Source: an optimization exercise on an open RTL-to-GDS flow (aim: small area and a short achievable clock period). Production flows keep margins and buffers that such runs may drop. Function was checked by simulation only, so behaviour that the tests miss may differ from the original. No activity file was given, so power comes from the tool's default toggle rates.

==> flow/design.v <==
module CPU(
	input logic clk,
	input logic [15:0] inM,
	input logic [15:0] instruction,
	input logic reset,
	output logic [15:0] outM,
	output logic writeM,
	output logic [14:0] addressM,
	output logic [14:0] pc
);
	logic [15:0] A, D;
	logic [14:0] PC;
	wire c  = instruction[15];
	wire am = instruction[12];
	wire zx = instruction[11];
	wire nx = instruction[10];
	wire zy = instruction[9];
	wire ny = instruction[8];
	wire f  = instruction[7];
	wire no = instruction[6];
	wire nxo = nx ^ no;
	wire nyo = ny ^ no;
	wire kn1 = ~(f | no);
	wire kd = ~zx;
	wire kA = ~am & ~zy;
	wire kM = am & ~zy;
	wire cinn = ~(f & no);
	logic dn0;
	logic xa0;
	logic x0;
	logic ymn0;
	logic ya0;
	logic y0;
	logic gn0;
	logic gfn0;
	logic pn0;
	logic q0;
	logic dn1;
	logic xa1;
	logic x1;
	logic ymn1;
	logic ya1;
	logic y1;
	logic gn1;
	logic gfn1;
	logic pn1;
	logic q1;
	logic dn2;
	logic xa2;
	logic x2;
	logic ymn2;
	logic ya2;
	logic y2;
	logic gn2;
	logic gfn2;
	logic pn2;
	logic q2;
	logic dn3;
	logic xa3;
	logic x3;
	logic ymn3;
	logic ya3;
	logic y3;
	logic gn3;
	logic gfn3;
	logic pn3;
	logic q3;
	logic dn4;
	logic xa4;
	logic x4;
	logic ymn4;
	logic ya4;
	logic y4;
	logic gn4;
	logic gfn4;
	logic pn4;
	logic q4;
	logic dn5;
	logic xa5;
	logic x5;
	logic ymn5;
	logic ya5;
	logic y5;
	logic gn5;
	logic gfn5;
	logic pn5;
	logic q5;
	logic dn6;
	logic xa6;
	logic x6;
	logic ymn6;
	logic ya6;
	logic y6;
	logic gn6;
	logic gfn6;
	logic pn6;
	logic q6;
	logic dn7;
	logic xa7;
	logic x7;
	logic ymn7;
	logic ya7;
	logic y7;
	logic gn7;
	logic gfn7;
	logic pn7;
	logic q7;
	logic dn8;
	logic xa8;
	logic x8;
	logic ymn8;
	logic ya8;
	logic y8;
	logic gn8;
	logic gfn8;
	logic pn8;
	logic q8;
	logic dn9;
	logic xa9;
	logic x9;
	logic ymn9;
	logic ya9;
	logic y9;
	logic gn9;
	logic gfn9;
	logic pn9;
	logic q9;
	logic dn10;
	logic xa10;
	logic x10;
	logic ymn10;
	logic ya10;
	logic y10;
	logic gn10;
	logic gfn10;
	logic pn10;
	logic q10;
	logic dn11;
	logic xa11;
	logic x11;
	logic ymn11;
	logic ya11;
	logic y11;
	logic gn11;
	logic gfn11;
	logic pn11;
	logic q11;
	logic dn12;
	logic xa12;
	logic x12;
	logic ymn12;
	logic ya12;
	logic y12;
	logic gn12;
	logic gfn12;
	logic pn12;
	logic q12;
	logic dn13;
	logic xa13;
	logic x13;
	logic ymn13;
	logic ya13;
	logic y13;
	logic gn13;
	logic gfn13;
	logic pn13;
	logic q13;
	logic dn14;
	logic xa14;
	logic x14;
	logic ymn14;
	logic ya14;
	logic y14;
	logic gn14;
	logic gfn14;
	logic pn14;
	logic q14;
	logic dn15;
	logic xa15;
	logic x15;
	logic ymn15;
	logic ya15;
	logic y15;
	logic gn15;
	logic gfn15;
	logic pn15;
	logic q15;
	logic G0;
	logic G1;
	logic P1;
	logic G2;
	logic P2;
	logic G3;
	logic P3;
	logic G4;
	logic P4;
	logic G5;
	logic P5;
	logic G6;
	logic P6;
	logic G7;
	logic P7;
	logic G8;
	logic G9;
	logic P9;
	logic G10;
	logic P10;
	logic G11;
	logic P11;
	logic G12;
	logic P12;
	logic G13;
	logic P13;
	logic G14;
	logic P14;
	logic iv0;
	logic G15;
	logic G16;
	logic G17;
	logic P17;
	logic G18;
	logic P18;
	logic G19;
	logic P19;
	logic G20;
	logic P20;
	logic G21;
	logic iv1;
	logic G22;
	logic G23;
	logic G24;
	logic G25;
	logic G26;
	logic iv2;
	logic G27;
	logic iv3;
	logic G28;
	logic G29;
	logic G30;
	logic G31;
	hk_and2 u_xa0 (D[0], kd, xa0);
	hk_xor2 u_x0 (xa0, nxo, x0);
	hk_aoi22 u_ymn0 (A[0], kA, inM[0], kM, ymn0);
	hk_xnor2 u_y0 (ymn0, nyo, y0);
	hk_nand2 u_gn0 (x0, y0, gn0);
	hk_nand3 u_gfn0 (x0, y0, f, gfn0);
	hk_xnor2 u_pn0 (x0, y0, pn0);
	hk_o22ai u_q0 (pn0, kn1, gn0, f, q0);
	hk_and2 u_xa1 (D[1], kd, xa1);
	hk_xor2 u_x1 (xa1, nxo, x1);
	hk_aoi22 u_ymn1 (A[1], kA, inM[1], kM, ymn1);
	hk_xnor2 u_y1 (ymn1, nyo, y1);
	hk_nand2 u_gn1 (x1, y1, gn1);
	hk_nand3 u_gfn1 (x1, y1, f, gfn1);
	hk_xnor2 u_pn1 (x1, y1, pn1);
	hk_o22ai u_q1 (pn1, kn1, gn1, f, q1);
	hk_and2 u_xa2 (D[2], kd, xa2);
	hk_xor2 u_x2 (xa2, nxo, x2);
	hk_aoi22 u_ymn2 (A[2], kA, inM[2], kM, ymn2);
	hk_xnor2 u_y2 (ymn2, nyo, y2);
	hk_nand2 u_gn2 (x2, y2, gn2);
	hk_nand3 u_gfn2 (x2, y2, f, gfn2);
	hk_xnor2 u_pn2 (x2, y2, pn2);
	hk_o22ai u_q2 (pn2, kn1, gn2, f, q2);
	hk_and2 u_xa3 (D[3], kd, xa3);
	hk_xor2 u_x3 (xa3, nxo, x3);
	hk_aoi22 u_ymn3 (A[3], kA, inM[3], kM, ymn3);
	hk_xnor2 u_y3 (ymn3, nyo, y3);
	hk_nand2 u_gn3 (x3, y3, gn3);
	hk_nand3 u_gfn3 (x3, y3, f, gfn3);
	hk_xnor2 u_pn3 (x3, y3, pn3);
	hk_o22ai u_q3 (pn3, kn1, gn3, f, q3);
	hk_and2 u_xa4 (D[4], kd, xa4);
	hk_xor2 u_x4 (xa4, nxo, x4);
	hk_aoi22 u_ymn4 (A[4], kA, inM[4], kM, ymn4);
	hk_xnor2 u_y4 (ymn4, nyo, y4);
	hk_nand2 u_gn4 (x4, y4, gn4);
	hk_nand3 u_gfn4 (x4, y4, f, gfn4);
	hk_xnor2 u_pn4 (x4, y4, pn4);
	hk_o22ai u_q4 (pn4, kn1, gn4, f, q4);
	hk_and2 u_xa5 (D[5], kd, xa5);
	hk_xor2 u_x5 (xa5, nxo, x5);
	hk_aoi22 u_ymn5 (A[5], kA, inM[5], kM, ymn5);
	hk_xnor2 u_y5 (ymn5, nyo, y5);
	hk_nand2 u_gn5 (x5, y5, gn5);
	hk_nand3 u_gfn5 (x5, y5, f, gfn5);
	hk_xnor2 u_pn5 (x5, y5, pn5);
	hk_o22ai u_q5 (pn5, kn1, gn5, f, q5);
	hk_and2 u_xa6 (D[6], kd, xa6);
	hk_xor2 u_x6 (xa6, nxo, x6);
	hk_aoi22 u_ymn6 (A[6], kA, inM[6], kM, ymn6);
	hk_xnor2 u_y6 (ymn6, nyo, y6);
	hk_nand2 u_gn6 (x6, y6, gn6);
	hk_nand3 u_gfn6 (x6, y6, f, gfn6);
	hk_xnor2 u_pn6 (x6, y6, pn6);
	hk_o22ai u_q6 (pn6, kn1, gn6, f, q6);
	hk_and2 u_xa7 (D[7], kd, xa7);
	hk_xor2 u_x7 (xa7, nxo, x7);
	hk_aoi22 u_ymn7 (A[7], kA, inM[7], kM, ymn7);
	hk_xnor2 u_y7 (ymn7, nyo, y7);
	hk_nand2 u_gn7 (x7, y7, gn7);
	hk_nand3 u_gfn7 (x7, y7, f, gfn7);
	hk_xnor2 u_pn7 (x7, y7, pn7);
	hk_o22ai u_q7 (pn7, kn1, gn7, f, q7);
	hk_and2 u_xa8 (D[8], kd, xa8);
	hk_xor2 u_x8 (xa8, nxo, x8);
	hk_aoi22 u_ymn8 (A[8], kA, inM[8], kM, ymn8);
	hk_xnor2 u_y8 (ymn8, nyo, y8);
	hk_nand2 u_gn8 (x8, y8, gn8);
	hk_nand3 u_gfn8 (x8, y8, f, gfn8);
	hk_xnor2 u_pn8 (x8, y8, pn8);
	hk_o22ai u_q8 (pn8, kn1, gn8, f, q8);
	hk_and2 u_xa9 (D[9], kd, xa9);
	hk_xor2 u_x9 (xa9, nxo, x9);
	hk_aoi22 u_ymn9 (A[9], kA, inM[9], kM, ymn9);
	hk_xnor2 u_y9 (ymn9, nyo, y9);
	hk_nand2 u_gn9 (x9, y9, gn9);
	hk_nand3 u_gfn9 (x9, y9, f, gfn9);
	hk_xnor2 u_pn9 (x9, y9, pn9);
	hk_o22ai u_q9 (pn9, kn1, gn9, f, q9);
	hk_and2 u_xa10 (D[10], kd, xa10);
	hk_xor2 u_x10 (xa10, nxo, x10);
	hk_aoi22 u_ymn10 (A[10], kA, inM[10], kM, ymn10);
	hk_xnor2 u_y10 (ymn10, nyo, y10);
	hk_nand2 u_gn10 (x10, y10, gn10);
	hk_nand3 u_gfn10 (x10, y10, f, gfn10);
	hk_xnor2 u_pn10 (x10, y10, pn10);
	hk_o22ai u_q10 (pn10, kn1, gn10, f, q10);
	hk_and2 u_xa11 (D[11], kd, xa11);
	hk_xor2 u_x11 (xa11, nxo, x11);
	hk_aoi22 u_ymn11 (A[11], kA, inM[11], kM, ymn11);
	hk_xnor2 u_y11 (ymn11, nyo, y11);
	hk_nand2 u_gn11 (x11, y11, gn11);
	hk_nand3 u_gfn11 (x11, y11, f, gfn11);
	hk_xnor2 u_pn11 (x11, y11, pn11);
	hk_o22ai u_q11 (pn11, kn1, gn11, f, q11);
	hk_and2 u_xa12 (D[12], kd, xa12);
	hk_xor2 u_x12 (xa12, nxo, x12);
	hk_aoi22 u_ymn12 (A[12], kA, inM[12], kM, ymn12);
	hk_xnor2 u_y12 (ymn12, nyo, y12);
	hk_nand2 u_gn12 (x12, y12, gn12);
	hk_nand3 u_gfn12 (x12, y12, f, gfn12);
	hk_xnor2 u_pn12 (x12, y12, pn12);
	hk_o22ai u_q12 (pn12, kn1, gn12, f, q12);
	hk_and2 u_xa13 (D[13], kd, xa13);
	hk_xor2 u_x13 (xa13, nxo, x13);
	hk_aoi22 u_ymn13 (A[13], kA, inM[13], kM, ymn13);
	hk_xnor2 u_y13 (ymn13, nyo, y13);
	hk_nand2 u_gn13 (x13, y13, gn13);
	hk_nand3 u_gfn13 (x13, y13, f, gfn13);
	hk_xnor2 u_pn13 (x13, y13, pn13);
	hk_o22ai u_q13 (pn13, kn1, gn13, f, q13);
	hk_and2 u_xa14 (D[14], kd, xa14);
	hk_xor2 u_x14 (xa14, nxo, x14);
	hk_aoi22 u_ymn14 (A[14], kA, inM[14], kM, ymn14);
	hk_xnor2 u_y14 (ymn14, nyo, y14);
	hk_nand2 u_gn14 (x14, y14, gn14);
	hk_nand3 u_gfn14 (x14, y14, f, gfn14);
	hk_xnor2 u_pn14 (x14, y14, pn14);
	hk_o22ai u_q14 (pn14, kn1, gn14, f, q14);
	hk_and2 u_xa15 (D[15], kd, xa15);
	hk_xor2 u_x15 (xa15, nxo, x15);
	hk_aoi22 u_ymn15 (A[15], kA, inM[15], kM, ymn15);
	hk_xnor2 u_y15 (ymn15, nyo, y15);
	hk_nand2 u_gn15 (x15, y15, gn15);
	hk_nand3 u_gfn15 (x15, y15, f, gfn15);
	hk_xnor2 u_pn15 (x15, y15, pn15);
	hk_o22ai u_q15 (pn15, kn1, gn15, f, q15);
	hk_oai21 u_G0 (pn0, cinn, gfn0, G0);
	hk_oai21 u_G1 (pn2, gfn1, gfn2, G1);
	hk_nor2 u_P1 (pn2, pn1, P1);
	hk_oai21 u_G2 (pn4, gfn3, gfn4, G2);
	hk_nor2 u_P2 (pn4, pn3, P2);
	hk_oai21 u_G3 (pn6, gfn5, gfn6, G3);
	hk_nor2 u_P3 (pn6, pn5, P3);
	hk_oai21 u_G4 (pn8, gfn7, gfn8, G4);
	hk_nor2 u_P4 (pn8, pn7, P4);
	hk_oai21 u_G5 (pn10, gfn9, gfn10, G5);
	hk_nor2 u_P5 (pn10, pn9, P5);
	hk_oai21 u_G6 (pn12, gfn11, gfn12, G6);
	hk_nor2 u_P6 (pn12, pn11, P6);
	hk_oai21 u_G7 (pn14, gfn13, gfn14, G7);
	hk_nor2 u_P7 (pn14, pn13, P7);
	hk_aoi21 u_G8 (P1, G0, G1, G8);
	hk_aoi21 u_G9 (P2, G1, G2, G9);
	hk_nand2 u_P9 (P2, P1, P9);
	hk_aoi21 u_G10 (P3, G2, G3, G10);
	hk_nand2 u_P10 (P3, P2, P10);
	hk_aoi21 u_G11 (P4, G3, G4, G11);
	hk_nand2 u_P11 (P4, P3, P11);
	hk_aoi21 u_G12 (P5, G4, G5, G12);
	hk_nand2 u_P12 (P5, P4, P12);
	hk_aoi21 u_G13 (P6, G5, G6, G13);
	hk_nand2 u_P13 (P6, P5, P13);
	hk_aoi21 u_G14 (P7, G6, G7, G14);
	hk_nand2 u_P14 (P7, P6, P14);
	hk_inv u_iv0 (G0, iv0);
	hk_oai21 u_G15 (P9, iv0, G9, G15);
	hk_oai21 u_G16 (P10, G8, G10, G16);
	hk_oai21 u_G17 (P11, G9, G11, G17);
	hk_nor2 u_P17 (P11, P9, P17);
	hk_oai21 u_G18 (P12, G10, G12, G18);
	hk_nor2 u_P18 (P12, P10, P18);
	hk_oai21 u_G19 (P13, G11, G13, G19);
	hk_nor2 u_P19 (P13, P11, P19);
	hk_oai21 u_G20 (P14, G12, G14, G20);
	hk_nor2 u_P20 (P14, P12, P20);
	hk_aoi21 u_G21 (P17, G0, G17, G21);
	hk_inv u_iv1 (G8, iv1);
	hk_aoi21 u_G22 (P18, iv1, G18, G22);
	hk_aoi21 u_G23 (P19, G15, G19, G23);
	hk_aoi21 u_G24 (P20, G16, G20, G24);
	hk_oai21 u_G25 (pn1, iv0, gfn1, G25);
	hk_oai21 u_G26 (pn3, G8, gfn3, G26);
	hk_inv u_iv2 (G15, iv2);
	hk_oai21 u_G27 (pn5, iv2, gfn5, G27);
	hk_inv u_iv3 (G16, iv3);
	hk_oai21 u_G28 (pn7, iv3, gfn7, G28);
	hk_oai21 u_G29 (pn9, G21, gfn9, G29);
	hk_oai21 u_G30 (pn11, G22, gfn11, G30);
	hk_oai21 u_G31 (pn13, G23, gfn13, G31);
	hk_xnor2 u_outM_0 (q0, cinn, outM[0]);
	hk_xor2 u_outM_1 (q1, G0, outM[1]);
	hk_xor2 u_outM_2 (q2, G25, outM[2]);
	hk_xnor2 u_outM_3 (q3, G8, outM[3]);
	hk_xor2 u_outM_4 (q4, G26, outM[4]);
	hk_xor2 u_outM_5 (q5, G15, outM[5]);
	hk_xor2 u_outM_6 (q6, G27, outM[6]);
	hk_xor2 u_outM_7 (q7, G16, outM[7]);
	hk_xor2 u_outM_8 (q8, G28, outM[8]);
	hk_xnor2 u_outM_9 (q9, G21, outM[9]);
	hk_xor2 u_outM_10 (q10, G29, outM[10]);
	hk_xnor2 u_outM_11 (q11, G22, outM[11]);
	hk_xor2 u_outM_12 (q12, G30, outM[12]);
	hk_xnor2 u_outM_13 (q13, G23, outM[13]);
	hk_xor2 u_outM_14 (q14, G31, outM[14]);
	hk_xnor2 u_outM_15 (q15, G24, outM[15]);
	wire zr = (outM == 16'd0);
	wire ng = outM[15];
	wire jmp = c & ((instruction[2] & ng) | (instruction[1] & zr) | (instruction[0] & ~ng & ~zr));
	always_ff @(posedge clk) begin
		if (~c) A <= {1'b0, instruction[14:0]};
		else if (instruction[5]) A <= outM;
		if (c & instruction[4]) D <= outM;
		if (reset) PC <= 15'd0;
		else if (jmp) PC <= A[14:0];
		else PC <= PC + 15'd1;
	end
	assign writeM = c & instruction[3];
	assign addressM = A[14:0];
	assign pc = PC;
endmodule
module hk_inv(input logic a, output logic y);
	assign y = ~a;
endmodule
module hk_and2(input logic a, b, output logic y);
	assign y = a & b;
endmodule
module hk_nand2(input logic a, b, output logic y);
	assign y = ~(a & b);
endmodule
module hk_nor2(input logic a, b, output logic y);
	assign y = ~(a | b);
endmodule
module hk_nand3(input logic a, b, c, output logic y);
	assign y = ~(a & b & c);
endmodule
module hk_xor2(input logic a, b, output logic y);
	assign y = a ^ b;
endmodule
module hk_xnor2(input logic a, b, output logic y);
	assign y = ~(a ^ b);
endmodule
module hk_aoi22(input logic a1, a2, b1, b2, output logic y);
	assign y = ~((a1 & a2) | (b1 & b2));
endmodule
module hk_aoi21(input logic a1, a2, b, output logic y);
	assign y = ~((a1 & a2) | b);
endmodule
module hk_oai21(input logic a1, a2, b, output logic y);
	assign y = ~((a1 | a2) & b);
endmodule
module hk_o22ai(input logic a1, a2, b1, b2, output logic y);
	assign y = ~((a1 | a2) & (b1 | b2));
endmodule
==> flow/flow/run.sh <==
#!/bin/bash
# Layout flow: the standard ORFS flow (standard.sh) with two changes:
#  - synthesis maps the logic with the ABC script in flow/abc.script
#    (ORFS's synth.tcl otherwise unchanged; same -nofsm -noshare, flatten and renames)
#  - port buffers are sky130_fd_sc_hd__buf_1 instead of the default choice
set -euo pipefail
W=$PWD
sed "s#log_cmd abc {\*}\$abc_args#log_cmd abc {*}[lreplace \$abc_args 1 1 $W/flow/abc.script]#" \
  "$FLOW_HOME/scripts/synth.tcl" > "$W/synth_custom.tcl"
grep -q "flow/abc.script" "$W/synth_custom.tcl"
sed "s#\$::env(SCRIPTS_DIR)/synth.tcl#$W/synth_custom.tcl#" synth_recipe.tcl > "$W/synth_top.tcl"
grep -q "synth_custom.tcl" "$W/synth_top.tcl"
EXTRA=()
if [[ -f flow/make_args.txt ]]; then mapfile -t EXTRA < <(grep -v '^\s*$' flow/make_args.txt); fi
bash standard.sh SYNTH_SCRIPT="$W/synth_top.tcl" \
  "BUFFER_PORTS_ARGS=-buffer_cell sky130_fd_sc_hd__buf_1" "${EXTRA[@]}" finish > "$W/flow.log" 2>&1
==> flow/flow/abc.script <==
strash; dch; map -a; topo; stime -c
==> flow/flow/make_args.txt <==
SYNTH_KEEP_MODULES=hk_inv hk_and2 hk_nand2 hk_nor2 hk_nand3 hk_xor2 hk_xnor2 hk_aoi22 hk_aoi21 hk_oai21 hk_o22ai
CTS_ARGS=-sink_clustering_enable -repair_clock_nets -dont_use_dummy_load
==> flow/standard.sh <==
#!/bin/bash
# synth_recipe.tcl (not shown) runs the flow's synth.tcl, then flattens the netlist and writes it again
# the make line also repeats each setting of config.mk as NAME=value (left out here)
make -C /OpenROAD-flow-scripts/flow DESIGN_CONFIG=/design/flow/config.mk WORK_HOME=/design/flow/orfs CLKGATE_MAP_FILE= SYNTH_SCRIPT=/design/flow/synth_recipe.tcl "${@:-finish}"
==> flow/config.mk <==
export PLATFORM = sky130hd
export DESIGN_NAME = CPU
export DESIGN_NICKNAME = CPU
export VERILOG_FILES = /design/flow/design.v
export SDC_FILE = /design/flow/constraint.sdc
export NUM_CORES = 4
export LEC_CHECK = 0
export CAP_MARGIN = 20
export CORE_MARGIN = 2
export CORE_UTILIZATION = 40
export SETUP_SLACK_MARGIN = 5.0
export SLEW_MARGIN = 20
==> flow/constraint.sdc <==
create_clock -name core_clock -period 12.5 [get_ports {clk}]
set_input_delay 2.5000 -clock core_clock [delete_from_list [all_inputs] [get_ports {clk}]]
set_output_delay 2.5000 -clock core_clock [all_outputs]
set_load 0.01 [all_outputs]
==> reports/results.ini, run 1 <==
[cells_and_area]
syn_to_final_growth_pct=32.24
drive_gt1_frac=0.2368
stdcell_area_mm2=0.004393
final_common_cell=buf_1
fill_cells=762
post-route-util=0.5401
diodes=0
seqCellArea_mm2=0.001251
multi_input_area_mm2=0.002293
final_cell_mix=buf_1 (74), nand2_1 (59), edfxtp_1 (31)
nets=531

[synth]
syn_inst=394
ys_types=19
avgSynthCellArea_um2=8.431
synth-seq-cells=47
syn_nets=429
yosys_warnings=1
synth-seq-area-share=0.3766
syn_area_mm2=0.003322

[sta]
clock_skew_ns=0.01929
hold-worst-slack_ns=0.5218
setup_viol=0
hold_viol=0
final.min_clock_period_ns=7.426
relSlewSlack=0.4851
post-route-period-util=0.5941
setup_ws_ns=5.074
rsz0062_at_grt=true
fin_setup_tns_ns=0
tightest_slew_ns=0.7705
maxSlewViolCount=0
max_clock_freq_ghz=0.1347

[floorplanning]
rows=33
die_w_um=95.13
die_area_mm2=0.009050
initial_core_util=0.4084
dieHeight_um=95.13
ios=81
core_area_mm2=0.008134

[global_route]
grt_max_degree=35
grt.overflow.total=0
grt_pass1_wl_mm=14.39
grtUsageTotal=0.2049
grt_pass1_vias=2987
antenna_found_initial=0

[detailed_routing]
wl_per_cell_um=16.34
vias_per_cell=5.374
drc=0
vias=3219
drtPass1Iterations=6
routed_wl_mm=9.786
drt_iter0_markers=238
ant_nets=0

[setup_path]
slowest_stage=xnor2_1
cp_max_fo=15
required_ns=10.00
critPathTopFamily=XOR/XNOR gates
crit_buf_inv=3
worstPathCellList=buf_2 -> xor2_4 -> buf_12 -> xnor2_2 -> xnor2_1 -> nor2_1 -> a21oi_1 -> o21ai_0 -> a21oi_2 -> o21ai_1 -> xor2_2 -> buf_1
end_kind=output pin
cp.arrival_ns=4.93
max_stage_delay_ns=0.29
crit_type=input port to output pin
crit_path_start_kind=input port

[clock_tree]
cts_tree=done
root_buffer=clkbuf_8
insertion_delay_ns=0.31
htreeDepth=2
cts_hold_buf=0
clock_path_buffers=2
path_clk_slew_ns=0.08
cts_num_sinks=47
cts_buffers=5

[placed_design]
io_buffers=80
place_congestion=0.8989
dpl.hpwl_mm=6.536
post-place-ws_ns=4.015
post_dp_cell_area_mm2=0.003699

[worst_hold_path]
hold_path_class=register to register

[run]
maxCapViolCount=0

[power]
peakVddDrop_mv=0.08565
p_per_area_mw_per_mm2=185.5
cellLeakagePower_nw=1.612

[run_status]
status=timing/DRC/antenna clean

## flip-flops by register name, summed over array words and instances, names as in the netlist
| name | flops |
|---|---|
| D | 16 |
| A | 16 |
| PC | 15 |
## final timing paths
check / startpoint / to / slack (ns) / cells past startpoint
worst max register to register: A[4] / PC[12] / 8.15 / 18
worst min-delay path: PC[0] / PC[0] / 0.52 / 1
worst max-delay path: instruction[6] / outM[10] / 5.07 / 12
worst min register to register: PC[0] / PC[0] / 0.52 / 1
## metrics by stage
step / std cells / power (mW)
2_1_floorplan: 394 / 0.5299
3_3_place_gp: 566 / 0.6275
3_5_place_dp: 566 / 0.6325
4_1_cts: 587 / 0.7584
5_1_grt: 599 / 0.8705
6_report: 599 / 0.8147
## modules after synthesis, one instance, submodules excluded, excerpt
module / flip-flops and latches / times used
hk_inv: 0 / 4
hk_aoi21: 0 / 11
hk_aoi22: 0 / 16
hk_nand2: 0 / 22
hk_nor2: 0 / 11
hk_xnor2: 0 / 38
hk_and2: 0 / 16
hk_nand3: 0 / 15
hk_oai21: 0 / 21
hk_o22ai: 0 / 16
## routing by layer
metal  vias up  GRT usage  routed length (um)  part of all wire
met5         -          0                   0                 0
met2       136     0.3574                4786              0.49
met3        27    0.02846                 617             0.063
met4         0    0.05797                 287             0.029
met1      1498     0.2642                4095              0.42
li1       1558          -                   -                 -
## where the power goes
group | internal, mW | leakage, nW | total, mW | switching [mW]
Combinational | 0.186 | 1.14 | 0.478 | 0.292
Sequential | 0.223 | 0.439 | 0.251 | 0.0276
Clock | 0.0362 | 0.0359 | 0.0859 | 0.0497
Total | 0.445 | 1.61 | 0.815 | 0.369
## area by class of cell
type                            count  area share
Clock buffer                        5     0.01567
Inverter                           20     0.01823
Multi-Input combinational cell    313      0.5221
Sequential cell                    47      0.2848
Tap cell                          105     0.02991
Timing Repair Buffer              109      0.1293
## worst register-to-register path: cells and delay by family (launching register included)
family                    cells  cell delay (ns)
AOI/OAI and AO/OA             8             1.68
and+or+nand+nor               4             1.17
xor gates and xnor gates      3             0.50
buffers and inverters         3             0.44
DFF                           1             0.42
## cell usage after synthesis
library cell  instances  area (um2)
a21oi_1              27       135.1
a22oi_1              16       120.1
and2_2               16       120.1
buf_4                16       120.1
clkinv_1             20       75.07
dfxtp_1              16       320.3
edfxtp_1             31       930.9
ha_1                  1       12.51
nand2_1              59       221.5
nand3_1              23       115.1
nand4_1               3       18.77
nor2_1               19       71.32
nor3_1                4       20.02
nor4_1                4       25.02
o21ai_0              43       215.2
o221ai_1              1       8.760
o22ai_1              16       100.1
xnor2_1              41       359.1
xor2_1               38       332.8
## repair_timing
| item | CTS | global route |
|---|---|---|
| cloned | 1 | 2 |
| pin swaps | 12 | 8 |
| resized for setup | 23 | 63 |
| buffers inserted | 15 | 10 |
| endpoints found under the hold margin | 0 | 0 |
| endpoints found under the setup margin | 15 | 13 |
## cells by family after synthesis
logic type	after synthesis	share of synthesized area
AND/OR/NAND/NOR	128	0.1782
AO/OA/AOI/OAI	103	0.1744
XOR/XNOR	79	0.2083
flip-flops	47	0.3766
buffers and inverters	36	0.05876
adder cells (fa/ha/maj)	1	0.003766
==> run 2: changes to the inputs <==
--- a/flow/config.mk
+++ b/flow/config.mk
@@ -10,3 +10,3 @@
 export CORE_UTILIZATION = 40
-export SETUP_SLACK_MARGIN = 5.0
+export SETUP_SLACK_MARGIN = 4.6
 export SLEW_MARGIN = 20
==> run 2 against run 1 <==
  * Still clean
  * Core utilization is 6.1 points lower
  * Cell count is 3.2% lower
  * Non-clock buffer count is 17 lower
  * Clock skew is 0.0024 ns higher
  * Area after synthesis stayed put
  * Setup slack worse by 0.27 ns
  * Synthesized cell count stayed put
  * Maximum frequency is 3.5% lower
  * Critical endpoint unchanged
  * Largest cell class unchanged
  * Highest routed layer unchanged
==> reports/results.ini, run 2 <==
[global_route]
grtUsageTotal=0.1926  ; was 0.2049
antenna_found_initial=0  ; unchanged
grt_pass1_vias=2771  ; was 2987
grt_max_degree=35  ; unchanged
grt_pass1_wl_mm=13.40  ; was 14.39 mm
grt.overflow.total=0  ; unchanged

[setup_path]
startpoint=instruction[10]  ; was instruction[6]
r2r-start=A[2]  ; was A[4]
crit_type=input port to output pin  ; unchanged
cp.arrival_ns=5.19  ; was 4.93 ns
rr_endpoint=PC[12]  ; unchanged
critPathTopFamily=compound AO/OA/AOI/OAI gates  ; was XOR/XNOR gates
worstRegToRegCells=16  ; was 18
reg2reg_slack_ns=8.09  ; was 8.15 ns
crit_buf_inv=3  ; unchanged
cp_max_fo=4  ; was 15
end_kind=output pin  ; unchanged
slowest_stage=o21ai_0  ; was xnor2_1
max_stage_delay_ns=0.34  ; was 0.29 ns
worstPathCellList=buf_1 -> xor2_4 -> buf_4 -> xor2_1 -> nand3_1 -> o21ai_0 -> a21oi_1 -> o21ai_0 -> a21oi_1 -> o21ai_0 -> xor2_2 -> buf_1  ; was buf_2 -> xor2_4 -> buf_12 -> xnor2_2 -> xnor2_1 -> nor2_1 -> a21oi_1 -> o21ai_0 -> a21oi_2 -> o21ai_1 -> xor2_2 -> buf_1
worst-path-stages=12  ; unchanged
required_ns=10.00  ; about the same
crit_path_frequent_cell=o21ai_0
crit_end=outM[10]  ; unchanged
crit_path_start_kind=input port  ; unchanged

[cells_and_area]
multi_input_area_mm2=0.001976  ; was 0.002293 mm2
drive_gt1_frac=0.09895  ; was 0.2368
syn_to_final_growth_pct=17.33  ; was 32.24%
final_common_cell=buf_1  ; unchanged
diodes=0  ; unchanged
reg.largest.list=A: 16 flops, D: 16 flops, PC: 15 flops  ; unchanged
nets=512  ; was 531
seqCellArea_mm2=0.001251  ; unchanged
fill_cells=798  ; was 762
final_cell_mix=buf_1 (79), nand2_1 (59), o21ai_0 (40)  ; was buf_1 (74), nand2_1 (59), edfxtp_1 (31)

[placed_design]
post-place-ws_ns=3.926  ; was 4.015 ns
io_buffers=80  ; unchanged
place_congestion=0.9086  ; was 0.8989
dpl.hpwl_mm=6.618  ; was 6.536 mm

[clock_tree]
cts_tree=done  ; unchanged
cts_buffers=5  ; unchanged
htreeDepth=2  ; unchanged
cts_hold_buf=0  ; unchanged
root_buffer=clkbuf_8  ; unchanged
insertion_delay_ns=0.31  ; about the same
path_clk_slew_ns=0.09  ; was 0.08 ns
cts_num_sinks=47  ; unchanged
clock_path_buffers=2  ; unchanged

[sta]
fin_setup_tns_ns=0  ; unchanged
hold-worst-slack_ns=0.5098  ; was 0.5218 ns
max_clock_freq_ghz=0.1300  ; was 0.1347 GHz
relSlewSlack=0.4862  ; was 0.4851
setup_ws_ns=4.808  ; was 5.074 ns
setup_viol=0  ; unchanged
hold_viol=0  ; unchanged
clock_skew_ns=0.02167  ; was 0.01929 ns
final.min_clock_period_ns=7.692  ; was 7.426 ns
post-route-period-util=0.6154  ; was 0.5941
rsz0062_at_grt=true  ; unchanged
tightest_slew_ns=0.7689  ; was 0.7705 ns
maxSlewViolCount=0  ; unchanged

[floorplanning]
initial_core_util=0.4084  ; unchanged
die_w_um=95.13  ; unchanged
rows=33  ; unchanged
die_area_mm2=0.009050  ; unchanged
dieHeight_um=95.13  ; unchanged
ios=81  ; unchanged
core_area_mm2=0.008134  ; unchanged

[power]
power_frac_comb=0.541  ; was 0.587
p_int_mw=0.3978  ; was 0.4454 mW
clkPwrFrac=0.117  ; was 0.105
p_per_area_mw_per_mm2=188.0  ; was 185.5 mW/mm2
peakVddDrop_mv=0.1020  ; was 0.08565 mV
p_sw_frac=0.4573  ; was 0.4533
seq_power_share=0.343  ; was 0.308
switchingPower_mw=0.3351  ; was 0.3693 mW
cellLeakagePower_nw=1.353  ; was 1.612 nW

[synth]
avgSynthCellArea_um2=8.431  ; unchanged
synth_top_area_frac=0.2802  ; unchanged
synth_common_cells=nand2_1 (59), o21ai_0 (43), xnor2_1 (41)  ; unchanged
async_flop_share=0  ; unchanged
syn_area_mm2=0.003322  ; unchanged
synth-seq-area-share=0.3766  ; unchanged
synth-seq-cells=47  ; unchanged
yosys_warnings=1  ; unchanged
synth_area_leaders=edfxtp_1 (28%), xnor2_1 (11%), xor2_1 (10%), dfxtp_1 (9.6%), nand2_1 (6.7%)  ; unchanged
synth_edf_count=31  ; unchanged
syn_nets=429  ; unchanged
syn_inst=394  ; unchanged
synthFlopType=edfxtp_1  ; unchanged
post-synth-top-area-cell=edfxtp_1  ; unchanged
ys_types=19  ; unchanged
yosysMostFrequentCell=nand2_1  ; unchanged

[detailed_routing]
drt_iter0_markers=221  ; was 238
wl_per_cell_um=15.15  ; was 16.34 um
routed_wl_mm=8.789  ; was 9.786 mm
wl_met3_um=673  ; was 617 um
topRoutingLayerUsed=met4  ; unchanged
drtPass1Iterations=5  ; was 6
wirelength_met1_mm=3.746  ; was 4.095 mm
ant_nets=0  ; unchanged
drc=0  ; unchanged
vias_per_cell=5.350  ; was 5.374
vias=3103  ; was 3219
route.met2.wl_mm=4.243  ; was 4.786 mm

[worst_hold_path]
hold_path_class=register to register  ; unchanged
holdPathStages=1  ; unchanged

[run_status]
status=timing/DRC/antenna clean  ; unchanged

[run]
maxCapViolCount=0  ; unchanged

run 2: cell count changes in the layout (fill, tap and decap cells not counted), sizes merged:
cell | previous run | this run
nor2 | 21 | 19
buf | 105 | 92
clkbuf | 9 | 5
run 2: power by group through the flow:
stage | registers, mW | logic (mW) | clock network (mW)
after global placement | 0.254 | 0.372 | 0
final | 0.251 | 0.396 | 0.0856
after CTS | 0.251 | 0.383 | 0.0882
after global routing | 0.257 | 0.435 | 0.0928
after detailed placement | 0.255 | 0.377 | 0
after floorplan | 0.255 | 0.275 | 0
run 2: cells by family (layout without fill, tap and decap cells):
kind of cell	after synthesis	in the layout	synth area share
simple gates	128	128	0.1782
compound gates	103	103	0.1744
xor+xnor	79	79	0.2083
flops	47	47	0.3766
buf+inv	36	117	0.05876
fa+ha+maj	1	1	0.003766
run 2: timing repair:
action | 4_1_cts | 5_1_grt
buffers inserted | 6 | 1
endpoints found under the setup margin | 14 | 7
pin swaps | 2 | 2
gates resized for setup | 4 | 12
run 2: per-module statistics from Yosys (local to each module, per instance):
module | times used | flops+latches
CPU | 1 | 47
hk_xnor2 | 38 | 0
hk_xor2 | 26 | 0
hk_and2 | 16 | 0
hk_aoi22 | 16 | 0
hk_o22ai | 16 | 0
hk_aoi21 | 11 | 0
hk_nand3 | 15 | 0
hk_oai21 | 21 | 0
hk_inv | 4 | 0
hk_nand2 | 22 | 0
hk_nor2 | 11 | 0
run 2: stage by stage:
step | util | area [um2] | std cells | total power, mW
2_1_floorplan | - | 3337 | 394 | 0.5293
3_3_place_gp | 0.4532 | 3686 | 568 | 0.6263
3_5_place_dp | 0.4532 | 3686 | 568 | 0.6318
4_1_cts | 0.4701 | 3824 | 579 | 0.7227
5_1_grt | 0.4792 | 3897 | 580 | 0.7844
6_report | 0.4792 | 3897 | 580 | 0.7328
run 2: metal layers:
metal  track usage  up-vias
li1              -     1531
met1        0.2560     1426
met2        0.3339      132
met3       0.02530       14
met4       0.04227        0
met5             0        -
run 2: how the worst min path moves through the flow:
stage           from  endpoint  slack [ns]
2_1_floorplan  A[15]     A[15]        0.50
3_3_place_gp   PC[0]     PC[0]        0.49
3_5_place_dp   PC[0]     PC[0]        0.50
4_1_cts        PC[0]     PC[0]        0.52
5_1_grt        PC[0]     PC[0]        0.53
6_report       PC[0]     PC[0]        0.51
run 2: cell type report:
type	instances	share of cell area
Inverter	20	0.02022
Tap cell	105	0.03371
Clock buffer	5	0.01766
Timing Repair Buffer	92	0.1005
Multi-Input combinational cell	311	0.5069
Sequential cell	47	0.3210
==> run 3: changes to the inputs <==
--- a/flow/config.mk
+++ b/flow/config.mk
@@ -10,3 +10,3 @@
 export CORE_UTILIZATION = 40
-export SETUP_SLACK_MARGIN = 4.6
+export SETUP_SLACK_MARGIN = 4.75
 export SLEW_MARGIN = 20
==> run 3 against run 2 <==
  * Setup slack better by 0.12 ns
  * Area after synthesis stayed put
  * Still clean
  * Via count decreased by 0.90%
  * Design area increased by 1.9%
  * Largest cell class unchanged
  * Critical path depth is 1 higher
==> reports/results.ini, run 3 <==
[synth]
syn_area_mm2=0.003322  ; unchanged
synth_area_leaders=edfxtp_1 (28%), xnor2_1 (11%), xor2_1 (10%), dfxtp_1 (9.6%), nand2_1 (6.7%)  ; unchanged
yosys_warnings=1  ; unchanged
post-synth-top-area-cell=edfxtp_1  ; unchanged
synth_top_area_frac=0.2802  ; unchanged
synthFlopType=edfxtp_1  ; unchanged
ys_types=19  ; unchanged
yosysMostFrequentCell=nand2_1  ; unchanged
synth-seq-cells=47  ; unchanged
async_flop_share=0  ; unchanged
avgSynthCellArea_um2=8.431  ; unchanged
syn_inst=394  ; unchanged
synth-seq-area-share=0.3766  ; unchanged
synth_edf_count=31  ; unchanged
syn_nets=429  ; unchanged
synth_common_cells=nand2_1 (59), o21ai_0 (43), xnor2_1 (41)  ; unchanged

[sta]
clock_skew_ns=0.01801  ; was 0.02167 ns
post-route-period-util=0.6056  ; was 0.6154
maxSlewViolCount=0  ; unchanged
tightest_slew_ns=0.7629  ; was 0.7689 ns
hold_viol=0  ; unchanged
relSlewSlack=0.4902  ; was 0.4862
setup_viol=0  ; unchanged
final.min_clock_period_ns=7.570  ; was 7.692 ns
fin_setup_tns_ns=0  ; unchanged
max_clock_freq_ghz=0.1321  ; was 0.1300 GHz
hold-worst-slack_ns=0.5096  ; was 0.5098 ns
rsz0062_at_grt=true  ; unchanged

[worst_hold_path]
worstHoldEndpoint=PC[0]  ; unchanged
hold_start=PC[0]  ; unchanged
holdPathStages=1  ; unchanged
hold_path_class=register to register  ; unchanged

[global_route]
grt.overflow.total=0  ; unchanged
grt_pass1_vias=2771  ; unchanged
grtUsageTotal=0.1926  ; unchanged
grt_pass1_wl_mm=13.40  ; unchanged
grt_max_degree=35  ; unchanged
antenna_found_initial=0  ; unchanged

[cells_and_area]
diodes=0  ; unchanged
final_cell_mix=buf_1 (79), nand2_1 (59), o21ai_0 (35)  ; was buf_1 (79), nand2_1 (59), o21ai_0 (40)
fin_cells=582  ; was 580
drive_gt1_frac=0.1216  ; was 0.09895
seqCellArea_mm2=0.001251  ; unchanged
reg.largest.list=A: 16 flops, D: 16 flops, PC: 15 flops  ; unchanged
nets=514  ; was 512
post-route-util=0.4881  ; was 0.4792
multi_input_area_mm2=0.002036  ; was 0.001976 mm2
fill_cells=791  ; was 798
final_common_cell=buf_1  ; unchanged
syn_to_final_growth_pct=19.51  ; was 17.33%

[setup_path]
end_kind=output pin  ; unchanged
cp_max_fo=5  ; was 4
cp.arrival_ns=5.07  ; was 5.19 ns
worstRegToRegCells=16  ; unchanged
rr_endpoint=PC[12]  ; unchanged
reg2reg_slack_ns=8.09  ; about the same
crit_type=input port to output pin  ; unchanged
r2r-start=A[3]  ; was A[2]
crit_path_start_kind=input port  ; unchanged
required_ns=10.00  ; about the same

[placed_design]
placed_cells=568  ; unchanged
io_buffers=80  ; unchanged
dpl.hpwl_mm=6.618  ; unchanged
place_congestion=0.9086  ; unchanged

[floorplanning]
rows=33  ; unchanged
die_area_mm2=0.009050  ; unchanged
core_area_mm2=0.008134  ; unchanged
dieHeight_um=95.13  ; unchanged
die_w_um=95.13  ; unchanged
ios=81  ; unchanged
initial_core_util=0.4084  ; unchanged

[clock_tree]
path_clk_slew_ns=0.09  ; about the same
htreeDepth=2  ; unchanged
insertion_delay_ns=0.30  ; was 0.31 ns
clock_path_buffers=2  ; unchanged
cts_buffers=5  ; unchanged
root_buffer=clkbuf_8  ; unchanged
cts_tree=done  ; unchanged
cts_num_sinks=47  ; unchanged

[detailed_routing]
vias_per_cell=5.284  ; was 5.350
vias=3075  ; was 3103
routed_wl_mm=8.895  ; was 8.789 mm
wl_per_cell_um=15.28  ; was 15.15 um
drt_iter0_markers=254  ; was 221
drc=0  ; unchanged
ant_nets=0  ; unchanged
drtPass1Iterations=5  ; unchanged

[run]
maxCapViolCount=0  ; unchanged

[power]
cellLeakagePower_nw=1.391  ; was 1.353 nW
finalPower_mw=0.7472  ; was 0.7328 mW
p_per_area_mw_per_mm2=188.2  ; was 188.0 mW/mm2
peakVddDrop_mv=0.1007  ; was 0.1020 mV

[run_status]
status=timing/DRC/antenna clean  ; unchanged

run 3: cell counts after synthesis:
Identical to the previous run, type by type.
run 3: worst max-delay path, cell delays in order:
cell and delay (ns):
buf_2 0.18, xor2_4 0.22, buf_4 0.20, buf_4 0.16, xnor2_2 0.28, xnor2_1 0.16, nor2_1 0.21, nand2_1 0.11
o21ai_0 0.18, a21oi_1 0.10, o21ai_0 0.30, xor2_1 0.28, buf_1 0.18
run 3: power breakdown:
group          total [mW]  switching, mW  internal (mW)
logic               0.410          0.263          0.147
clock network      0.0864         0.0502         0.0363
registers           0.251         0.0279          0.223
run 3: modules after synthesis (local to each module, per instance):
module    cells  times used  flip-flops and latches
hk_aoi22      1          16                       0
hk_nand3      1          15                       0
hk_xor2       1          26                       0
hk_nand2      1          22                       0
hk_xnor2      1          38                       0
hk_inv        1           4                       0
hk_oai21      1          21                       0
hk_o22ai      1          16                       0
hk_and2       1          16                       0
hk_aoi21      1          11                       0
CPU         198           1                      47
hk_nor2       1          11                       0
run 3: kinds of logic after synthesis:
family	synth area share
DFF	0.3766
AOI/OAI and AO/OA	0.1744
buffers and inverters	0.05876
adders and majority gates	0.003766
and+or+nand+nor	0.1782
xor gates and xnor gates	0.2083
run 3: metrics by stage:
stage | instance area (um2) | worst slack (ns)
finish | 3970 | 4.930
global route | 3970 | 4.728
CTS | 3825 | 4.753
detailed placement | 3686 | 3.926
global placement | 3686 | 4.056
floorplan | 3337 | 4.842
run 3: worst max path at each step:
stage / startpoint / end / slack, ns / depth (start not counted)
after global routing: instruction[6] / outM[12] / 4.73 / 12
after detailed placement: instruction[6] / outM[8] / 3.93 / 11
after global placement: instruction[6] / outM[14] / 4.06 / 11
after CTS: instruction[6] / outM[10] / 4.75 / 13
after floorplan: instruction[12] / outM[8] / 4.84 / 11
final: instruction[6] / outM[12] / 4.93 / 13
run 3: metal layers:
metal  track usage  up-vias  wire length (um)
met5             0        -                 0
met2        0.3339      124              4351
li1              -     1532                 -
met1        0.2560     1409              3840
met4       0.04227        0                84
met3       0.02530       10               618
run 3: repair_timing:
item	4_1_cts	5_1_grt
buffers inserted	6	3
endpoints found under the setup margin	14	6
resized for setup	7	23
pin swaps	2	4
hold buffers	0	0
run 3: final cells by class:
| cell class | count | area share |
|---|---|---|
| timing repair buffer | 94 | 0.1024 |
| tap | 105 | 0.03309 |
| multi-input combinational | 311 | 0.5128 |
| inverter | 20 | 0.01922 |
| sequential | 47 | 0.3152 |
| clock buffer | 5 | 0.01733 |
==> run 4: changes to the inputs <==
--- a/flow/config.mk
+++ b/flow/config.mk
@@ -10,3 +10,3 @@
 export CORE_UTILIZATION = 40
-export SETUP_SLACK_MARGIN = 4.75
+export SETUP_SLACK_MARGIN = 4.25
 export SLEW_MARGIN = 20
==> run 4 against run 3 <==
  * Clock skew down 0.0015 ns
  * Sequential power about the same
  * Power down 4.0%
  * Combinational power down 7.3%
  * Hold slack better by 0.0044 ns
  * Clock power about the same
  * Maximum frequency down 3.2%
  * Via count down 3.6%
  * Critical endpoint is now outM[8]
  * Design area down 4.0%
  * Routed wire length down 4.4%
  * Global-route usage down 0.50 points
==> reports/results.ini, run 4 <==
[run_status]
status=timing/DRC/antenna clean  ; unchanged

[synth]
syn_area_mm2=0.003322  ; unchanged
synthFlopType=edfxtp_1  ; unchanged
synth_compound_area_frac=0.1744  ; unchanged
synthAdderAreaFrac=0.003766  ; unchanged
yosysMostFrequentCell=nand2_1  ; unchanged
synth_common_cells=nand2_1 (59), o21ai_0 (43), xnor2_1 (41)  ; unchanged
syn_inst=394  ; unchanged
post-synth-top-area-cell=edfxtp_1  ; unchanged
synth-seq-cells=47  ; unchanged
ys_types=19  ; unchanged
avgSynthCellArea_um2=8.431  ; unchanged
synth-seq-area-share=0.3766  ; unchanged
synth_top_family_by_area=XOR/XNOR gates  ; unchanged
syn_nets=429  ; unchanged
synth_edf_count=31  ; unchanged
async_flop_share=0  ; unchanged
synth-xor-area-share=0.2083  ; unchanged
yosys_warnings=1  ; unchanged
synthMuxAreaShare=0  ; unchanged
synth_top_area_frac=0.2802  ; unchanged
synth-simple-area-share=0.1782  ; unchanged
synth_area_leaders=edfxtp_1 (28%), xnor2_1 (11%), xor2_1 (10%), dfxtp_1 (9.6%), nand2_1 (6.7%)  ; unchanged

[setup_path]
crit_buf_inv=4  ; unchanged
cp_max_fo=8  ; was 5
critPathTopFamily=XOR/XNOR gates  ; unchanged
worst-path-stages=12  ; was 13
crit_type=input port to output pin  ; unchanged
cp.arrival_ns=5.32  ; was 5.07 ns
worstRegToRegCells=15  ; was 16
slowest_stage=o21ai_0  ; unchanged
crit_path_start_kind=input port  ; unchanged
required_ns=10.00  ; about the same
end_kind=output pin  ; unchanged
crit_path_frequent_cell=o21ai_0
worstPathCellList=clkbuf_2 -> xor2_4 -> buf_4 -> xnor2_1 -> xnor2_1 -> o21ai_0 -> a21oi_1 -> o21ai_0 -> clkinv_1 -> o21ai_0 -> xor2_1 -> buf_1  ; was buf_2 -> xor2_4 -> buf_4 -> buf_4 -> xnor2_2 -> xnor2_1 -> nor2_1 -> nand2_1 -> o21ai_0 -> a21oi_1 -> o21ai_0 -> xor2_1 -> buf_1
max_stage_delay_ns=0.40  ; was 0.30 ns

[cells_and_area]
syn_to_final_growth_pct=14.73  ; was 19.51%
final_cell_mix=buf_1 (79), nand2_1 (59), o21ai_0 (42)  ; was buf_1 (79), nand2_1 (59), o21ai_0 (35)
drive_gt1_frac=0.07203  ; was 0.1216
nets=509  ; was 514
reg.largest.list=A: 16 flops, D: 16 flops, PC: 15 flops  ; unchanged
diodes=0  ; unchanged
fill_cells=822  ; was 791
final_common_cell=buf_1  ; unchanged

[sta]
fin_setup_tns_ns=0  ; unchanged
hold_viol=0  ; unchanged
hold-worst-slack_ns=0.5140  ; was 0.5096 ns
maxSlewViolCount=0  ; unchanged
final.min_clock_period_ns=7.817  ; was 7.570 ns
rsz0062_at_grt=false  ; was true
setup_viol=0  ; unchanged
max_clock_freq_ghz=0.1279  ; was 0.1321 GHz
tightest_slew_ns=0.7540  ; was 0.7629 ns
clock_skew_ns=0.01655  ; was 0.01801 ns
post-route-period-util=0.6254  ; was 0.6056
relSlewSlack=0.4961  ; was 0.4902

[clock_tree]
root_buffer=clkbuf_8  ; unchanged
cts_hold_buf=0  ; unchanged
htreeDepth=2  ; unchanged
path_clk_slew_ns=0.08  ; was 0.09 ns
cts_tree=done  ; unchanged
cts_num_sinks=47  ; unchanged
cts_buffers=5  ; unchanged
insertion_delay_ns=0.31  ; was 0.30 ns
clock_path_buffers=2  ; unchanged

[global_route]
grt_max_degree=35  ; unchanged
grtUsageTotal=0.1876  ; was 0.1926
grt_pass1_wl_mm=13.25  ; was 13.40 mm
grt_pass1_vias=2787  ; was 2771
antenna_found_initial=0  ; unchanged
grt.overflow.total=0  ; unchanged

[detailed_routing]
vias_per_cell=5.137  ; was 5.284
drt_iter0_markers=180  ; was 254
routed_wl_mm=8.501  ; was 8.895 mm
vias=2964  ; was 3075
ant_nets=0  ; unchanged
drc=0  ; unchanged
drtPass1Iterations=4  ; was 5
wl_per_cell_um=14.73  ; was 15.28 um

[floorplanning]
initial_core_util=0.4084  ; unchanged
die_w_um=95.13  ; unchanged
rows=33  ; unchanged
dieHeight_um=95.13  ; unchanged
core_area_mm2=0.008134  ; unchanged
die_area_mm2=0.009050  ; unchanged
ios=81  ; unchanged

[run]
maxCapViolCount=0  ; unchanged

[placed_design]
io_buffers=80  ; unchanged
place_congestion=0.9186  ; was 0.9086
dpl.hpwl_mm=6.530  ; was 6.618 mm

[power]
p_per_area_mw_per_mm2=188.2  ; about the same
cellLeakagePower_nw=1.301  ; was 1.391 nW
peakVddDrop_mv=0.07276  ; was 0.1007 mV

[worst_hold_path]
hold_path_class=register to register  ; unchanged
holdPathStages=1  ; unchanged

-- run 4: cell counts after synthesis --
No cell type changed its count.
-- run 4: area by class of cell --
class / instances / area, um2 / share of cell area
Timing Repair Buffer: 89 / 369.1 / 0.09685
Tap cell: 105 / 131.4 / 0.03447
Clock buffer: 5 / 68.82 / 0.01806
Inverter: 20 / 75.07 / 0.01970
Multi-Input combinational cell: 311 / 1916 / 0.5026
Sequential cell: 47 / 1251 / 0.3283
-- run 4: logic make-up after synthesis --
family	count (synthesis)
xor gates and xnor gates	79
buffers and inverters	36
and+or+nand+nor	128
DFF	47
adders and majority gates	1
AOI/OAI and AO/OA	103
-- run 4: modules after synthesis, one instance, submodules excluded --
module / cells / flops+latches / times used
CPU: 198 / 47 / 1
hk_xnor2: 1 / 0 / 38
hk_xor2: 1 / 0 / 26
hk_and2: 1 / 0 / 16
hk_aoi22: 1 / 0 / 16
hk_o22ai: 1 / 0 / 16
hk_aoi21: 1 / 0 / 11
hk_nand3: 1 / 0 / 15
hk_oai21: 1 / 0 / 21
hk_inv: 1 / 0 / 4
hk_nand2: 1 / 0 / 22
hk_nor2: 1 / 0 / 11
-- run 4: power by group --
group	total, mW	switching [mW]	internal, mW
registers	0.251	0.0278	0.223
logic	0.380	0.249	0.131
clock network	0.0862	0.0499	0.0362
-- run 4: layer usage --
metal | track usage | vias up | share of wire | wire (um)
li1 | - | 1523 | - | -
met1 | 0.2604 | 1353 | 0.47 | 3974
met2 | 0.3116 | 79 | 0.47 | 4019
met3 | 0.02292 | 9 | 0.048 | 405
met4 | 0.04469 | 0 | 0.012 | 102
met5 | 0 | - | 0 | 0
-- run 4: final timing paths --
check / startpoint / endpoint / slack [ns]
min: PC[0] / PC[0] / 0.51
max: instruction[6] / outM[8] / 4.68
min reg2reg: PC[0] / PC[0] / 0.51
max reg2reg: A[2] / PC[2] / 8.15
-- run 4: what timing repair did --
action                     in CTS  in global routing
setup endpoints to repair       9                  4
pin swaps                       2                  0
gates cloned                    0                  0
resized for setup               2                  2
buffers inserted                4                  0
-- run 4: stage by stage --
step	cells	setup WS (ns)	cell area [um2]	power (mW)	utilization
6_report	577	4.683	3811	0.7171	0.4685
5_1_grt	577	4.270	3811	0.7714	0.4685
4_1_cts	577	4.449	3807	0.7191	0.4681
3_5_place_dp	568	3.856	3686	0.6294	0.4532
3_3_place_gp	568	4.050	3686	0.6254	0.4532
2_1_floorplan	394	4.394	3322	0.5291	-
==> run 5: changes to the inputs <==
--- a/flow/flow/make_args.txt
+++ b/flow/flow/make_args.txt
@@ -2 +2,3 @@
 CTS_ARGS=-sink_clustering_enable -repair_clock_nets -dont_use_dummy_load
+CORE_UTILIZATION=55
+PLACE_DENSITY=0.7
--- a/flow/config.mk
+++ b/flow/config.mk
@@ -10,3 +10,3 @@
 export CORE_UTILIZATION = 40
-export SETUP_SLACK_MARGIN = 4.25
+export SETUP_SLACK_MARGIN = 4.5
 export SLEW_MARGIN = 20
==> run 5 against run 4 <==
  * Maximum frequency up 0.61%
  * Sequential cell count unchanged
  * Clock-buffer cell count stayed put
  * Routed wire length fell by 4.4%
  * Global-route usage rose by 6.1 points
  * Critical path depth is 1 higher
  * Combinational power increased by 2%
  * Via count up 1.1%
  * Clock skew fell by 0.0031 ns
  * Clock power decreased by 0.7%
  * Design area decreased by 0.20%
  * Core utilization increased by 18 points
  * Critical path type unchanged
  * Critical endpoint is now outM[12]
  * Largest power group unchanged
==> reports/results.ini, run 5 <==
[run_status]
status=timing/DRC/antenna clean  ; unchanged

[floorplanning]
core_area_mm2=0.005886  ; was 0.008134 mm2
dieHeight_um=81.72  ; was 95.13 um
die_area_mm2=0.006677  ; was 0.009050 mm2
initial_core_util=0.5644  ; was 0.4084
ios=81  ; unchanged
rows=28  ; was 33
die_w_um=81.72  ; was 95.13 um

[sta]
post-route-period-util=0.6216  ; was 0.6254
clock_skew_ns=0.01348  ; was 0.01655 ns
fin_setup_tns_ns=0  ; unchanged
final.min_clock_period_ns=7.770  ; was 7.817 ns
setup_viol=0  ; unchanged
max_clock_freq_ghz=0.1287  ; was 0.1279 GHz
setup_ws_ns=4.730  ; was 4.683 ns
hold-worst-slack_ns=0.5198  ; was 0.5140 ns
tightest_slew_ns=0.7494  ; was 0.7540 ns
rsz0062_at_grt=true  ; was false
relSlewSlack=0.4992  ; was 0.4961
maxSlewViolCount=0  ; unchanged
hold_viol=0  ; unchanged

[clock_tree]
path_clk_slew_ns=0.08  ; about the same
cts_buffers=5  ; unchanged
clock_path_buffers=2  ; unchanged
insertion_delay_ns=0.30  ; was 0.31 ns
htreeDepth=2  ; unchanged
cts_tree=done  ; unchanged
root_buffer=clkbuf_8  ; unchanged
cts_num_sinks=47  ; unchanged

[placed_design]
place_congestion=0.8849  ; was 0.9186
post-place-ws_ns=3.923  ; was 3.856 ns
post_dp_cell_area_mm2=0.003649  ; was 0.003686 mm2
dpl.hpwl_mm=6.125  ; was 6.530 mm
placed_cells=538  ; was 568
io_buffers=80  ; unchanged

[synth]
synth_edf_count=31  ; unchanged
ys_types=19  ; unchanged
syn_nets=429  ; unchanged
yosys_warnings=1  ; unchanged
yosysMostFrequentCell=nand2_1  ; unchanged
syn_inst=394  ; unchanged
synth_common_cells=nand2_1 (59), o21ai_0 (43), xnor2_1 (41)  ; unchanged
synth_area_leaders=edfxtp_1 (28%), xnor2_1 (11%), xor2_1 (10%), dfxtp_1 (9.6%), nand2_1 (6.7%)  ; unchanged
syn_area_mm2=0.003322  ; unchanged
post-synth-top-area-cell=edfxtp_1  ; unchanged
synth-seq-area-share=0.3766  ; unchanged
synth_top_area_frac=0.2802  ; unchanged
async_flop_share=0  ; unchanged
synthFlopType=edfxtp_1  ; unchanged
avgSynthCellArea_um2=8.431  ; unchanged
synth-seq-cells=47  ; unchanged

[detailed_routing]
ant_nets=0  ; unchanged
vias_per_cell=5.457  ; was 5.137
vias=2996  ; was 2964
routed_wl_mm=8.127  ; was 8.501 mm
wl_per_cell_um=14.80  ; was 14.73 um
drtPass1Iterations=5  ; was 4
drt_iter0_markers=145  ; was 180
drc=0  ; unchanged

[setup_path]
crit_path_start_kind=input port  ; unchanged
crit_path_frequent_cell=o21ai_0  ; unchanged
r2r-start=A[6]  ; was A[2]
end_kind=output pin  ; unchanged
worstPathCellList=clkbuf_2 -> xor2_4 -> buf_4 -> buf_4 -> xor2_1 -> xnor2_1 -> o21ai_0 -> a21oi_1 -> o21ai_0 -> a21oi_1 -> o21ai_0 -> xor2_1 -> buf_1  ; was clkbuf_2 -> xor2_4 -> buf_4 -> xnor2_1 -> xnor2_1 -> o21ai_0 -> a21oi_1 -> o21ai_0 -> clkinv_1 -> o21ai_0 -> xor2_1 -> buf_1
cp.arrival_ns=5.27  ; was 5.32 ns
rr_endpoint=PC[3]  ; was PC[2]
cp_max_fo=9  ; was 8
reg2reg_slack_ns=8.16  ; was 8.15 ns
slowest_stage=xor2_1  ; was o21ai_0
worstRegToRegCells=16  ; was 15
required_ns=10.00  ; about the same
crit_type=input port to output pin  ; unchanged
max_stage_delay_ns=0.35  ; was 0.40 ns

[cells_and_area]
fill_cells=567  ; was 822
seqCellArea_mm2=0.001251  ; unchanged
stdcell_area_mm2=0.003804  ; was 0.003811 mm2
syn_to_final_growth_pct=14.50  ; was 14.73%
multi_input_area_mm2=0.001927  ; was 0.001916 mm2
final_cell_mix=buf_1 (79), nand2_1 (59), o21ai_0 (40), xnor2_1 (40), xor2_1 (36)  ; was buf_1 (79), nand2_1 (59), o21ai_0 (42)
reg.largest.list=A: 16 flops, D: 16 flops, PC: 15 flops  ; unchanged
drive_gt1_frac=0.08228  ; was 0.07203
nets=511  ; was 509
fin_cells=549  ; was 577
final_common_cell=buf_1  ; unchanged
diodes=0  ; unchanged
post-route-util=0.6463  ; was 0.4685

[worst_hold_path]
holdPathStages=1  ; unchanged
hold_path_class=register to register  ; unchanged
hold_start=PC[0]  ; unchanged
worstHoldEndpoint=PC[0]  ; unchanged

[global_route]
grt_max_degree=35  ; unchanged
grt_pass1_vias=2652  ; was 2787
grt_pass1_wl_mm=12.65  ; was 13.25 mm
antenna_found_initial=0  ; unchanged
grtUsageTotal=0.2488  ; was 0.1876
grt.overflow.total=0  ; unchanged

[power]
p_per_area_mw_per_mm2=190.5  ; was 188.2 mW/mm2
cellLeakagePower_nw=1.315  ; was 1.301 nW
switchingPower_mw=0.3278  ; was 0.3268 mW
clkPwrFrac=0.118  ; was 0.120
finalPower_mw=0.7246  ; was 0.7171 mW
p_int_mw=0.3968  ; was 0.3903 mW
p_sw_frac=0.4524  ; was 0.4558
power_frac_comb=0.536  ; was 0.530
seq_power_share=0.346  ; was 0.350
peakVddDrop_mv=0.1079  ; was 0.07276 mV

[run]
maxCapViolCount=0  ; unchanged

-- run 5: cell counts after synthesis --
No cell type changed its count.
-- run 5: final cells by class --
class,count,share of cell area
flip-flops and latches,47,0.3289
repair buffers,91,0.1010
well taps,75,0.02467
inverters,20,0.02072
multi-input cells,311,0.5066
clock buffers,5,0.01809
-- run 5: power groups by stage --
stage | logic (mW) | registers [mW] | clock network (mW)
6_report | 0.389 | 0.250 | 0.0856
5_1_grt | 0.431 | 0.256 | 0.0925
4_1_cts | 0.376 | 0.250 | 0.0879
3_5_place_dp | 0.371 | 0.254 | 0
3_3_place_gp | 0.368 | 0.252 | 0
2_1_floorplan | 0.275 | 0.255 | 0
-- run 5: critical path, delay by kind of cell --
kind	cells	cell delay (ns)
XOR/XNOR	4	1.05
buffers and inverters	4	0.90
AO/OA/AOI/OAI	5	0.82
-- run 5: modules after synthesis, one instance, submodules excluded, a selection --
module	cells	times used
CPU	198	1
hk_and2	1	16
hk_aoi21	1	11
hk_aoi22	1	16
hk_inv	1	4
hk_nand2	1	22
hk_nand3	1	15
hk_nor2	1	11
hk_oai21	1	21
hk_xnor2	1	38
hk_xor2	1	26
-- run 5: worst max path at each step --
stage                    startpoint  endpoint  slack (ns)  depth (start not counted)
CTS                  instruction[6]  outM[10]        4.55                         13
detailed placement   instruction[6]   outM[8]        3.92                         11
floorplan           instruction[12]   outM[8]        4.84                         11
global route        instruction[12]  outM[14]        4.49                         14
global placement     instruction[6]   outM[8]        4.05                         11
finish               instruction[6]  outM[12]        4.73                         13
-- run 5: layer usage --
layer / up-vias / wire, um / track usage / part of all wire
met5: - / 0 / 0 / 0
met4: 0 / 98 / 0.05667 / 0.012
met3: 9 / 488 / 0.03846 / 0.060
met2: 102 / 3812 / 0.4131 / 0.47
met1: 1352 / 3728 / 0.3433 / 0.46
li1: 1533 / - / - / -
-- run 5: what timing repair did --
item / CTS / global route
hold buffers: 0 / 0
pin swaps: 2 / 1
setup buffers: 4 / 2
resized for setup: 3 / 6
cloned: 0 / 0
endpoints found under the setup margin: 12 / 10
-- run 5: logic make-up after synthesis --
group           after synthesis  synth area share
flops                        47            0.3766
buf+inv                      36           0.05876
xor+xnor                     79            0.2083
fa+ha+maj                     1          0.003766
compound gates              103            0.1744
simple gates                128            0.1782

## afterwards: timing with drivers on the ports
How much do the figures lean on ideal ports? The routed layouts below were timed once more, with nothing changed but the port constraints. Step 1: set_driving_cell puts a clkbuf_16 on clk and a buf_2 on each other input, an assumption about the parent block. Step 2, shift: input delay + t, output delay - t, t = (earliest + latest rising clock arrival at the registers) / 2. This alone moves slack from input paths to output paths. Three values: ideal, step 1, step 2; two values: the first two.
run	t, ns	slack for setup (ns)	hold slack, ns	worst data-port slew with drivers (ns)
run 1	0.329	5.074 / 5.018 / 5.018	0.522 / 0.522 / 0.522	0.05
run 2	0.327	4.808 / 4.774 / 4.774	0.510 / 0.510 / 0.510	0.04
run 3	0.328	4.930 / 4.898 / 4.898	0.510 / 0.510 / 0.510	0.04
run 4	0.327	4.683 / 4.649 / 4.649	0.514 / 0.514 / 0.514	0.04
run 5	0.322	4.730 / 4.694 / 4.694	0.520 / 0.520 / 0.520	0.05
After both steps every run listed still meets setup and hold. For run 1, which loses most, drivers alone change the setup slack by -0.056 ns; drivers and shift together by -0.056 ns.
